Background: an optimization exercise with open tools, aiming at small area. Do not read the settings as production practice.
The RTL was checked by simulation tests, not by an equivalence proof against the original design.
The clock port is modelled as an ideal driver; clocking choices that lean on that would not hold on a real chip.
Power is estimated from default activity; no workload was simulated.

north:
Design ofdm_tx_backend, start of the top module:
module ofdm_tx_backend(
    input               clk             ,
    input               rst_n           ,
    input               Tx_Clr          ,
    input               Train_Start_En  ,
    input       [7:0]   Din_Re          ,
    input       [7:0]   Din_Im          ,
    input               Din_En          ,
    input       [5:0]   Din_Index       ,
    output reg  [7:0]   Dout_Re         ,
    output reg  [7:0]   Dout_Im         ,
    output reg          Dout_Vld
);
    wire [7:0]       Train_Im   ;
    wire [7:0]       Train_Re   ;
    wire             Train_Adv  ;
    wire [7:0]       Cp_Re      ;
    wire [7:0]       Cp_Im      ;
    wire             Cp_Vld     ;
    symbol_train  u_train (
        .clk                (clk            ),
        .rst_n              (rst_n          ),
        .Tx_Clr             (Tx_Clr         ),
        .Start_En           (Train_Start_En ),
        .Train_Im           (Train_Im       ),
        .Train_Re           (Train_Re       ),
        .Train_Adv          (Train_Adv      )
    );
    cp_add  u_cp_add(
        .clk                (clk            ),
  ...
clock: 5.0 ns
lec_check: 0
cap_margin: 20
core_margin: 2
core_utilization: 40
gpl_timing_driven: 0
slew_margin: 20
standard.sh (not shown) runs the stock make flow with config.mk's settings and CLKGATE_MAP_FILE= SYNTH_SCRIPT=/design/flow/synth_recipe.tcl, a recipe that flattens the netlist after the stock synthesis.
==> flow/flow/run.sh <==
#!/bin/bash
# Own layout flow: the standard flow (standard.sh) with
#  - the standard synthesis script, except that ABC maps for area
#    (flow/abc_area.script) instead of delay; registers are untouched,
#  - clock tree synthesis without dummy loads,
#  - the smallest buffer on the input and output ports,
#  - after clock tree synthesis, clock buffers with light loads swapped for
#    smaller ones (flow/post_cts.tcl).
# Each tool's output goes to the ORFS logs under orfs/logs/; make's own
# output goes to flow_make.log here.
set -euo pipefail
W=$(pwd)

# synthesis script: synth_recipe.tcl with the ABC script replaced
{
  echo "proc abc {args} { set i [lsearch \$args -script]; lset args [expr {\$i+1}] $W/flow/abc_area.script; yosys abc {*}\$args }"
  cat "$W/synth_recipe.tcl"
} > "$W/flow_synth.tcl"
sed "s#$W/synth_recipe.tcl#$W/flow_synth.tcl#g" "$W/standard.sh" > "$W/flow_standard.sh"
grep -q flow_synth.tcl "$W/flow_standard.sh"

export CTS_ARGS="-sink_clustering_enable -repair_clock_nets -dont_use_dummy_load -sink_clustering_size 38 -sink_clustering_max_diameter 80"
export BUFFER_PORTS_ARGS="-buffer_cell sky130_fd_sc_hd__buf_1"
export POST_CTS_TCL="$W/flow/post_cts.tcl"

bash "$W/flow_standard.sh" > "$W/flow_make.log" 2>&1
==> flow/flow/abc_area.script <==
strash
&get -n
&deepsyn -T 20
&put
dch -f
amap
==> flow/flow/post_cts.tcl <==
estimate_parasitics -placement
set slew_limit 0.110
set sizes {sky130_fd_sc_hd__clkbuf_16 sky130_fd_sc_hd__clkbuf_8 sky130_fd_sc_hd__clkbuf_4}
proc load_slew { inst } {
  set worst 0.0
  foreach pin [get_pins -of_objects [get_nets -of_objects [get_pins $inst/X]]] {
    if { [get_property $pin direction] != "input" } { continue }
    foreach p {slew_max_rise slew_max_fall} {
      set s [get_property $pin $p]
      if { $s > $worst } { set worst $s }
    }
  }
  return $worst
}
set n_changed 0
foreach inst [get_cells -hierarchical clkbuf_*] {
  set master [get_property [get_property $inst liberty_cell] name]
  if { $master != "sky130_fd_sc_hd__clkbuf_16" } { continue }
  set name [get_property $inst full_name]
  set best $master
  foreach cell [lrange $sizes 1 end] {
    replace_cell $name $cell
    estimate_parasitics -placement
    set s [load_slew $name]
    if { $s <= $slew_limit } {
      set best $cell
    } else {
      break
    }
  }
  replace_cell $name $best
  if { $best != $master } {
    incr n_changed
    puts "post_cts: $name $master -> $best"
  }
}
estimate_parasitics -placement
puts "post_cts: resized $n_changed clock buffers"
north has completed all stages; timing, DRC and antenna checks passed.
#### Input delta (south over north)
-- flow/flow/run.sh --
<<< north, line 22
export CTS_ARGS="-sink_clustering_enable -repair_clock_nets -dont_use_dummy_load -sink_clustering_size 38 -sink_clustering_max_diameter 80"
>>> south, line 22
export CTS_ARGS="-sink_clustering_enable -repair_clock_nets -dont_use_dummy_load -sink_clustering_size 36 -sink_clustering_max_diameter 80"
-- flow/config.mk --
<<< north, line 10
export CORE_UTILIZATION = 40
>>> south, line 10
export CORE_UTILIZATION = 30
Notes after the runs:
Between north and south, detailed placement HPWL increased. Compared with north, instance area after placement in south increased slightly. The lower area growth from synthesis to layout came out of north. Going from north to south, maximum clock rate shrinks by 1.9%.
Modified inputs, east compared to south
-- flow/flow/run.sh --
<<< south, line 6
#  - the smallest buffer on the input and output ports,
#  - after clock tree synthesis, clock buffers with light loads swapped for
#    smaller ones (flow/post_cts.tcl).
>>> east, line 6
#  - the smallest buffer on the input and output ports.
<<< south, line 22
export CTS_ARGS="-sink_clustering_enable -repair_clock_nets -dont_use_dummy_load -sink_clustering_size 36 -sink_clustering_max_diameter 80"
>>> east, line 20
export CTS_ARGS="-sink_clustering_enable -repair_clock_nets -dont_use_dummy_load -sink_clustering_size 36 -sink_clustering_max_diameter 60"
<<< south, line 24
export POST_CTS_TCL="$W/flow/post_cts.tcl"
>>> east, line 22
-- flow/config.mk --
<<< south, line 10
export CORE_UTILIZATION = 30
>>> east, line 10
export CORE_UTILIZATION = 40
removed: flow/flow/post_cts.tcl
[summary]
The maximum single-stage delay on the critical path in east sits 0.03 ns below the value recorded for south.
Area after synthesis across south and east: no real change.
Routed length on met3 grows slightly when moving from south to east.
Going from south to east, sequential share of layout area grows by 0.67 points.
Note that the cell count recorded for south amounts to 1.12 times the value seen in east.
The relative contribution of the clock network to total power in east was higher than what south gave.
Floorplan row count in east is 14 below south.
For fraction of the mapped netlist area in compound gates, east and south come out practically identical.
Internal power summed over all cells (lower): south
Modified inputs, west compared to east
-- flow/flow/run.sh --
<<< east, line 6
#  - the smallest buffer on the input and output ports.
>>> west, line 6
#  - the smallest buffer on the input and output ports,
#  - after clock tree synthesis, clock buffers with light loads swapped for
#    smaller ones (flow/post_cts.tcl).
<<< east, line 20
export CTS_ARGS="-sink_clustering_enable -repair_clock_nets -dont_use_dummy_load -sink_clustering_size 36 -sink_clustering_max_diameter 60"
>>> west, line 22
export CTS_ARGS="-sink_clustering_enable -repair_clock_nets -dont_use_dummy_load -sink_clustering_size 36 -sink_clustering_max_diameter 80"
<<< east, line 22
>>> west, line 24
export POST_CTS_TCL="$W/flow/post_cts.tcl"
==> flow/flow/post_cts.tcl (new file) <==
estimate_parasitics -placement
set slew_limit 0.110
set sizes {sky130_fd_sc_hd__clkbuf_16 sky130_fd_sc_hd__clkbuf_8 sky130_fd_sc_hd__clkbuf_4}
proc load_slew { inst } {
  set worst 0.0
  foreach pin [get_pins -of_objects [get_nets -of_objects [get_pins $inst/X]]] {
    if { [get_property $pin direction] != "input" } { continue }
    foreach p {slew_max_rise slew_max_fall} {
      set s [get_property $pin $p]
      if { $s > $worst } { set worst $s }
    }
  }
  return $worst
}
set n_changed 0
foreach inst [get_cells -hierarchical clkbuf_*] {
  set master [get_property [get_property $inst liberty_cell] name]
  if { $master != "sky130_fd_sc_hd__clkbuf_16" } { continue }
  set name [get_property $inst full_name]
  set best $master
  foreach cell [lrange $sizes 1 end] {
    replace_cell $name $cell
    estimate_parasitics -placement
    set s [load_slew $name]
    if { $s <= $slew_limit } {
      set best $cell
    } else {
      break
    }
  }
  replace_cell $name $best
  if { $best != $master } {
    incr n_changed
    puts "post_cts: $name $master -> $best"
  }
}
estimate_parasitics -placement
puts "post_cts: resized $n_changed clock buffers"
-- flow/config.mk --
<<< east, line 10
export CORE_UTILIZATION = 40
>>> west, line 10
export CORE_UTILIZATION = 55
Results
Higher number of antenna diodes among east and west: east. Going from east to west, synthesized cell count shrinks by 7. On synthesized-area fraction occupied by adder cells, east and west are basically level. Post-detailed-routing wire length: higher on east. Delta (west minus east): minimum setup slack after placement moved down, total track usage shows an increase of 3.8 points, clock tree buffer count of the final layout fell 8. Layout overhead on the synthesized area for west: 1.4 points down relative to east. In west relative to east, routed wirelength normalized by instance count had gone up by a few percent. Between west and east, the number of vias in the routed layout does not differ in any meaningful way.
--- input diff west..middle ---
-- flow/flow/run.sh --
<<< west, line 22
export CTS_ARGS="-sink_clustering_enable -repair_clock_nets -dont_use_dummy_load -sink_clustering_size 36 -sink_clustering_max_diameter 80"
>>> middle, line 22
export CTS_ARGS="-sink_clustering_enable -repair_clock_nets -dont_use_dummy_load -sink_clustering_size 36 -sink_clustering_max_diameter 100"
-- flow/config.mk --
<<< west, line 10
export CORE_UTILIZATION = 55
>>> middle, line 10
export CORE_UTILIZATION = 40
--- outcome ---
Looking at west and middle, the synthesized cell count is a wash. In middle, final non-filler cell area is higher than in west. Total instance count after detailed placement in middle vs west: up 187. Compared with west, middle shows a detailed-router iteration count before antenna repair that is 1 higher. middle against west; non-clock buffer count is up by a little under 10%.

separate check: timing with driven ports:
How much do the figures lean on ideal ports? The routed layouts below were timed once more, with nothing changed but the port constraints. Step 1 (the two cells are an assumption about what drives the block):
set clk [get_ports {clk}]
set_driving_cell -lib_cell sky130_fd_sc_hd__clkbuf_16 $clk
set_driving_cell -lib_cell sky130_fd_sc_hd__buf_2 [delete_from_list [all_inputs] $clk]
Step 2 moves the port delays by t, midway between the first and last clock arrival at a register: inputs arrive t later, outputs are due t later. That takes back most of the time a late clock gives input paths. a / b / c = no drivers / after step 1 / after step 2; a / b = the first two.
| run | shift t [ns] | slack for setup (ns) | worst hold slack (ns) | worst setup path at the end | latest minus earliest clock arrival (ns) |
|---|---|---|---|---|---|
| north | 0.611 | 0.245 / 0.245 / 0.205 | 0.270 / 0.251 / 0.270 | input to register | 0.074 / 0.074 |
| south | 0.596 | 0.151 / 0.151 / 0.052 | 0.253 / 0.245 / 0.253 | input to register | 0.101 / 0.101 |
| east | 0.619 | 0.189 / 0.189 / 0.128 | 0.238 / 0.237 / 0.238 | input to register | 0.112 / 0.112 |
| west | 0.610 | 0.194 / 0.194 / 0.194 | 0.291 / 0.279 / 0.291 | register to register | 0.105 / 0.105 |
| middle | 0.609 | 0.165 / 0.165 / 0.165 | 0.256 / 0.228 / 0.285 | register to register | 0.071 / 0.071 |
After both steps setup and hold are still met in every run listed. For south, which loses most, drivers alone change the setup slack by 0.000 ns; drivers and shift together by -0.099 ns.
